This design comes from an exercise in tuning for small area, a short achievable clock period and few clock cycles on the open sky130 flow, not from production work. Function was checked by simulation only, so behaviour that the tests miss may differ from the original. No activity file was given, so power comes from the tool's default toggle rates.

## processor
module processor (clk,rst,imem_addr,imem_data,dmem_addr,dmem_wdata,dmem_we,dmem_re,dmem_rdata,stat);
    input clk;
    input rst;                   
    output [7:0] imem_addr;
    input [79:0] imem_data;
    output [7:0] dmem_addr;
    output [63:0] dmem_wdata;
    output dmem_we;
    output dmem_re;
    input [63:0] dmem_rdata;
    output [3:0] stat;           
    localparam [3:0] S_AOK = 4'b1000, S_HLT = 4'b0100, S_ADR = 4'b0010, S_INS = 4'b0001;
    integer i;
    reg [7:0]  pc;
    reg [6:0]  pc_hi;            
    reg        x_live;           
    reg [3:0]  x_stat;           
    reg        x_cmov, x_rm, x_mr, x_opq, x_call, x_ret, x_push, x_pop;
    reg        x_retf;           
    reg        x_ldp;            
    reg        x_stp;            
    reg        x_retx;           
    reg        x_rspb;           
    reg        x_sub, x_and, x_xor;
    reg [3:0]  x_fn;
    reg [14:0] x_selA, x_selB;   
    reg [3:0]  x_dst;
    reg        x_wmem;           
    reg [63:0] x_valC;           
    reg [8:0]  x_valP;           
    reg [7:0]  x_ag, x_ap;       
    reg        sb_valid;         
    reg [7:0]  sb_addr;
    reg [63:0] sb_data;
  ...
clock: 32.0 ns
lec_check: 0
cap_margin: 40
core_margin: 2
core_utilization: 40
cts_cluster_diameter: 110
cts_cluster_size: 24
slew_margin: 40
standard.sh (not shown) runs the stock make flow with config.mk's settings and CLKGATE_MAP_FILE= SYNTH_SCRIPT=/design/flow/synth_recipe.tcl, a recipe that flattens the netlist after the stock synthesis.
==> flow/flow/run.sh <==
#!/bin/bash
# The standard layout, with buf_4 as the buffer on every port in place of
# the default choice (a slow delay cell).
set -euo pipefail
export BUFFER_PORTS_ARGS="-buffer_cell sky130_fd_sc_hd__buf_4"
bash standard.sh finish > standard.log 2>&1
The first run passed the timing, design-rule and antenna checks.
Testbench counts at the start, summed over its fixed seeds: cycles 35,385.
Edit:
--- a/flow/design.v
+++ b/flow/design.v
@@ -23,16 +23,20 @@
     reg        x_rspb;           
     reg        x_sub, x_and, x_xor;
     reg [3:0]  x_fn;
     reg [14:0] x_selA, x_selB;   
     reg [3:0]  x_dst;
     reg        x_wmem;           
     reg [63:0] x_valC;           
+    reg        x_stk, x_down;    
     reg [8:0]  x_valP;           
-    reg [7:0]  x_ag, x_ap;       
+    reg [7:0]  x_ap;             
+    reg [6:0]  x_ac;             
+    reg [2:0]  x_aq;             
+    reg        x_c1;
     reg        sb_valid;         
     reg [7:0]  sb_addr;
     reg [63:0] sb_data;
     reg        cc_zf, cc_lt;     
     reg        stopped;
     reg [3:0]  stop_stat;
     reg [63:0] rf [0:14];
@@ -72,38 +76,33 @@
         valA = 64'd0;
         valB = 64'd0;
         for (i = 0; i < 15; i = i + 1) begin
             valA = valA | ({64{x_selA[i]}} & rf[i]);
             valB = valB | ({64{x_selB[i]}} & rf[i]);
         end
     end
-    wire [63:0] valY = (x_opq | x_cmov) ? (valA ^ {64{x_sub}}) : x_valC;
+    wire [63:0] valY = (x_opq | x_cmov) ? (valA ^ {64{x_sub}}) :
+                       x_stk ? {{60{x_down}}, 4'b1000} : x_valC;       
     wire [63:0] sum = addsk(valB, valY, x_sub);
     wire [63:0] pp = valB ^ valY;
     wire [63:0] gg = valB & valY;
     wire [63:0] oo = valB | valY;
     wire [63:0] valE = x_and ? gg : x_xor ? pp : sum;
     wire zf_sum = (pp == {oo[62:0], x_sub});
     wire e_zf = x_and ? (gg == 64'd0) : x_xor ? (pp == 64'd0) : zf_sum;
     wire n63 = x_sub ? (valY[63] ^ (&valY[62:0])) : valY[63];
     wire e_lt = x_and ? gg[63] : x_xor ? pp[63] : ((n63 == valB[63]) ? valB[63] : sum[63]);
-    reg  [8:0]  lo_sum;
-    always @(*) begin : lo_add
-        reg [7:0] G, P;
-        integer l, k, j;
-        G = x_ag; P = x_ap;
-        for (l = 0; l < 3; l = l + 1)
-            for (k = 0; k < 8; k = k + 1)
-                if ((k >> l) & 1) begin
-                    j = ((k >> l) << l) - 1;
-                    G[k] = G[k] | (P[k] & G[j]);
-                    P[k] = P[k] & P[j];
-                end
-        lo_sum = {G[7], x_ap ^ {G[6:0], 1'b0}};
-    end
+    wire a_c2 = x_ac[0];
+    wire a_c3 = x_ac[1] | (x_ap[2] & a_c2);
+    wire a_c4 = x_ac[4] | (x_aq[0] & a_c2);
+    wire a_c5 = x_ac[2] | (x_ap[4] & a_c4);
+    wire a_c6 = x_ac[5] | (x_aq[1] & a_c4);
+    wire a_c7 = x_ac[3] | (x_ap[6] & a_c6);
+    wire a_c8 = x_ac[6] | (x_aq[2] & a_c6);
+    wire [8:0] lo_sum = {a_c8, x_ap ^ {a_c7, a_c6, a_c5, a_c4, a_c3, a_c2, x_c1, 1'b0}};
     wire        sum_ok = (pp[8] == lo_sum[8]) & (pp[63:9] == oo[62:8]);
     wire        x_addr_rsp = x_pop | x_ret;
     wire        x_memop = x_rm | x_mr | x_call | x_ret | x_push | x_pop;
     wire        addr_ok = x_addr_rsp ? (valB[63:8] == 56'd0) : sum_ok;
     wire        mem_bad = x_memop & ~addr_ok;
     wire x_go = x_live & ~stopped & (x_stat == S_AOK);
     wire port_ld = x_ldp & ~stopped;
@@ -195,14 +194,16 @@
         for (i = 0; i < 15; i = i + 1)
             rdB = rdB | ({8{f_rB == i}} & rf[i][7:0]);
     end
     wire [7:0] fwdB = (w1 & (f_rB == x_dst)) ? wval[7:0] : (w2 & (f_rB == 4'd4)) ? valE[7:0] : rdB;
     wire [7:0] fwdS = (w1 & (x_dst == 4'd4)) ? wval[7:0] : w2 ? valE[7:0] : rf[4][7:0];
     wire [7:0] f_ab = f_stack ? fwdS : fwdB;
     wire [7:0] f_aoff = f_down ? 8'hF8 : f_stack ? 8'h00 : f_valC[7:0];
+    wire [7:0] f_ag = f_ab & f_aoff;
+    wire [7:0] f_ap = f_ab ^ f_aoff;
     wire nz = (x_live & x_opq) ? e_zf : cc_zf;
     wire nl = (x_live & x_opq) ? e_lt : cc_lt;
     wire f_taken = f_call | ((f_icode == 4'h7) & cond(f_ifun, nz, nl));
     wire f_retf = f_ok & (f_icode == 4'h9) & ret_rd;
     function [6:0] hi7(input [63:0] v);
         integer k;
         for (k = 0; k < 7; k = k + 1)
@@ -275,13 +276,19 @@
         case (f_icode)
             4'h2, 4'h3, 4'h6: x_dst <= f_rB;
             4'h5, 4'hB:       x_dst <= f_rA;
             4'h8, 4'h9, 4'hA: x_dst <= 4'd4;
             default:          x_dst <= 4'hF;
         endcase
         x_wmem <= (f_icode == 4'h5) | (f_icode == 4'hB);
-        x_valC <= f_down ? 64'hFFFF_FFFF_FFFF_FFF8 : f_stack ? 64'd8 : f_valC;
+        x_valC <= f_valC;
+        x_stk  <= f_stack;
+        x_down <= f_down;
         x_valP <= f_valP;
-        x_ag   <= f_ab & f_aoff;
-        x_ap   <= f_ab ^ f_aoff;
+        x_ap   <= f_ap;
+        x_c1   <= f_ag[0];
+        x_ac   <= {f_ag[7] | (f_ap[7] & f_ag[6]), f_ag[5] | (f_ap[5] & f_ag[4]),
+                   f_ag[3] | (f_ap[3] & f_ag[2]), f_ag[6], f_ag[4], f_ag[2],
+                   f_ag[1] | (f_ap[1] & f_ag[0])};
+        x_aq   <= {f_ap[7] & f_ap[6], f_ap[5] & f_ap[4], f_ap[3] & f_ap[2]};
     end
 endmodule
=> Via count hardly moves. Sequential power is about the same. Design area decreases by 0.30%. Wire length hardly moves. Non-clock buffer count came out lower by 7. Die area falls by 0.44%. Area after synthesis goes down by 0.45%. Clock skew barely changes. Maximum frequency went up by 4.4%.
Testbench counts after the change, summed over its fixed seeds: cycles 35,385.

== lane 1 ==
Another version of the RTL of processor (not shown whole).
For scale: about 1200 flip-flops, ~230 I/O pins, roughly 0.057 sq mm of cells after synthesis.
Settings: LEC_CHECK=0, CAP_MARGIN=40, CORE_MARGIN=2, CORE_UTILIZATION=45, CTS_CLUSTER_DIAMETER=110, CTS_CLUSTER_SIZE=24, SLEW_MARGIN=40; clock period 32.0 ns.
==> flow/flow/run.sh <==
#!/bin/bash
# The standard layout, with buf_4 as the buffer on every port in place of
# the default choice (a slow delay cell); after global placement each port
# buffer is resized to its load (port_buffers.tcl).
set -euo pipefail
export BUFFER_PORTS_ARGS="-buffer_cell sky130_fd_sc_hd__buf_4"
export POST_GLOBAL_PLACE_TCL="$PWD/flow/port_buffers.tcl"
bash standard.sh finish > standard.log 2>&1
==> flow/flow/port_buffers.tcl <==
# Resize the port buffers that buffer_ports inserted: an input buffer that
# drives many pins becomes buf_8, the others and the output buffers buf_2.
set n_big 0
set n_small 0
foreach inst [get_cells -quiet {input* output*}] {
  set name [get_full_name $inst]
  set out [get_pins -of_objects $inst -filter "direction==output"]
  set net [get_nets -of_objects $out]
  set fanout [llength [get_pins -of_objects $net -filter "direction==input"]]
  if {[string match "input*" $name] && $fanout >= 10} {
    replace_cell $inst sky130_fd_sc_hd__buf_8
    incr n_big
  } else {
    replace_cell $inst sky130_fd_sc_hd__buf_2
    incr n_small
  }
}
puts "port_buffers: $n_big buf_8, $n_small buf_2"
Testbench counts of lane 1, summed over its fixed seeds: cycles 35,385.
Here is what was changed in the inputs of lane 5 compared with lane 1.
--- a/flow/design.v
+++ b/flow/design.v
@@ -106,15 +106,15 @@
     wire        x_addr_rsp = x_pop | x_ret;
     wire        x_memop = x_rm | x_mr | x_call | x_ret | x_push | x_pop;
     wire        addr_ok = x_addr_rsp ? (valB[63:8] == 56'd0) : sum_ok;
     wire        mem_bad = x_memop & ~addr_ok;
     wire replay = sb_valid & x_ldp & ~stopped;
     wire x_go = x_live & ~stopped & (x_stat == S_AOK) & ~replay;
     wire ret_rd = ~sb_valid & ~x_rspb;
-    assign dmem_addr  = sb_valid ? sb_addr : (x_ldp & ~stopped) ? lo_sum[7:0] : rf[4][7:0];
+    assign dmem_addr  = sb_valid ? sb_addr : lo_sum[7:0];
     assign dmem_wdata = sb_data;
     assign dmem_we    = sb_valid;
     assign dmem_re    = 1'b1;
     always @(posedge clk) begin
         if (rst)
             sb_valid <= 1'b0;
         else
@@ -190,17 +190,20 @@
         rdB = 8'd0;
         for (i = 0; i < 15; i = i + 1)
             rdB = rdB | ({8{f_rB == i}} & rf[i][7:0]);
     end
     wire [7:0] fwdB = (w1 & (f_rB == x_dst)) ? wval[7:0] : (w2 & (f_rB == 4'd4)) ? valE[7:0] : rdB;
     wire [7:0] fwdS = (w1 & (x_dst == 4'd4)) ? wval[7:0] : w2 ? valE[7:0] : rf[4][7:0];
     wire [7:0] f_ab = f_stack ? fwdS : fwdB;
-    wire [7:0] f_aoff = f_down ? 8'hF8 : f_stack ? 8'h00 : f_valC[7:0];
-    wire [7:0] f_ag = f_ab & f_aoff;
-    wire [7:0] f_ap = f_ab ^ f_aoff;
+    wire f_gox = ~rst & ~x_retx & ~replay & f_ok;
+    wire f_rmmr = f_gox & ((f_icode == 4'h4) | (f_icode == 4'h5));
+    wire [7:0] f_aba = f_rmmr ? fwdB : fwdS;
+    wire [7:0] f_aoff = (f_gox & f_down) ? 8'hF8 : f_rmmr ? f_valC[7:0] : 8'h00;
+    wire [7:0] f_ag = f_aba & f_aoff;
+    wire [7:0] f_ap = f_aba ^ f_aoff;
     wire nz = (x_live & x_opq) ? e_zf : cc_zf;
     wire nl = (x_live & x_opq) ? e_lt : cc_lt;
     wire f_taken = f_call | ((f_icode == 4'h7) & cond(f_ifun, nz, nl));
     wire f_retf = (f_icode == 4'h9) & ret_rd;      
     function [6:0] hi7(input [63:0] v);
         integer k;
         for (k = 0; k < 7; k = k + 1)
@@ -242,15 +245,15 @@
     end
     always @(posedge clk) begin
         if (rst)
             x_live <= 1'b0;
         else
             x_live <= ~x_retx & ~replay;
     end
-    wire f_go = ~rst & ~x_retx & ~replay & f_ok;     
+    wire f_go = f_gox;                               
     always @(posedge clk) begin
         x_ldp  <= f_go & ((f_icode == 4'h5) | (f_icode == 4'hB) | ((f_icode == 4'h9) & ~f_retf));
         x_stp  <= f_go & ((f_icode == 4'h4) | (f_icode == 4'hA) | f_call);
         x_retx <= f_go & (f_icode == 4'h9) & ~f_retf;
         x_rspb <= f_go & ((f_icode == 4'h4) | (f_icode == 4'h5) | f_stack |
                           (((f_icode == 4'h2) | (f_icode == 4'h3) | f_opq) & (f_rB == 4'd4)));
     end
--- outcome ---
In lane 5, the post-route minimum period came out 0.19 ns below the value in lane 1.
Compared lane 1 against lane 5; combinational power share within noise.
Lane 5 vs. lane 1: proportion of power drawn by the clock network level; period utilization shrank by 0.59 points; highest clock frequency the design can meet +2.2%.
Lane 5 vs lane 1, worst setup path startpoint: imem_data[78] vs rst
Testbench counts of lane 5, summed over its fixed seeds: cycles 35,385.

==> what the ideal ports hide <==
The flow's constraints put no driver on any port. The routed layouts listed below were extracted and timed again, unchanged, in two steps.
Step 1 (the two cells are an assumption about what drives the block):
set clk [get_ports {clk}]
set_driving_cell -lib_cell sky130_fd_sc_hd__clkbuf_16 $clk
set_driving_cell -lib_cell sky130_fd_sc_hd__buf_2 [delete_from_list [all_inputs] $clk]
Step 2 moves the port delays by t, midway between the first and last clock arrival at a register: inputs arrive t later, outputs are due t later. That takes back most of the time a late clock gives input paths.
Slacks: no drivers / after step 1 / after step 2; pairs: no drivers / after step 1.
| run | t (ns) | slack for setup (ns) | worst hold slack (ns) | worst setup path at the end | cell pins on the clock port's net |
|---|---|---|---|---|---|
| the first run of note 1 | 0.825 | 22.626 / 22.543 / 22.496 | 0.505 / 0.505 / 0.505 | input to register | 1 |
| the second run of note 1 | 0.818 | 23.023 / 23.078 / 22.265 | 0.484 / 0.484 / 0.484 | input to register | 1 |
| lane 1 | 0.798 | 23.074 / 23.105 / 22.309 | 0.384 / 0.384 / 0.384 | input to register | 1 |
| lane 5 | 0.804 | 23.264 / 23.209 / 22.479 | 0.368 / 0.368 / 0.368 | input to register | 1 |
After both steps setup and hold are still met in every run listed. For lane 5, which loses most, drivers alone change the setup slack by -0.055 ns; drivers and shift together by -0.785 ns.
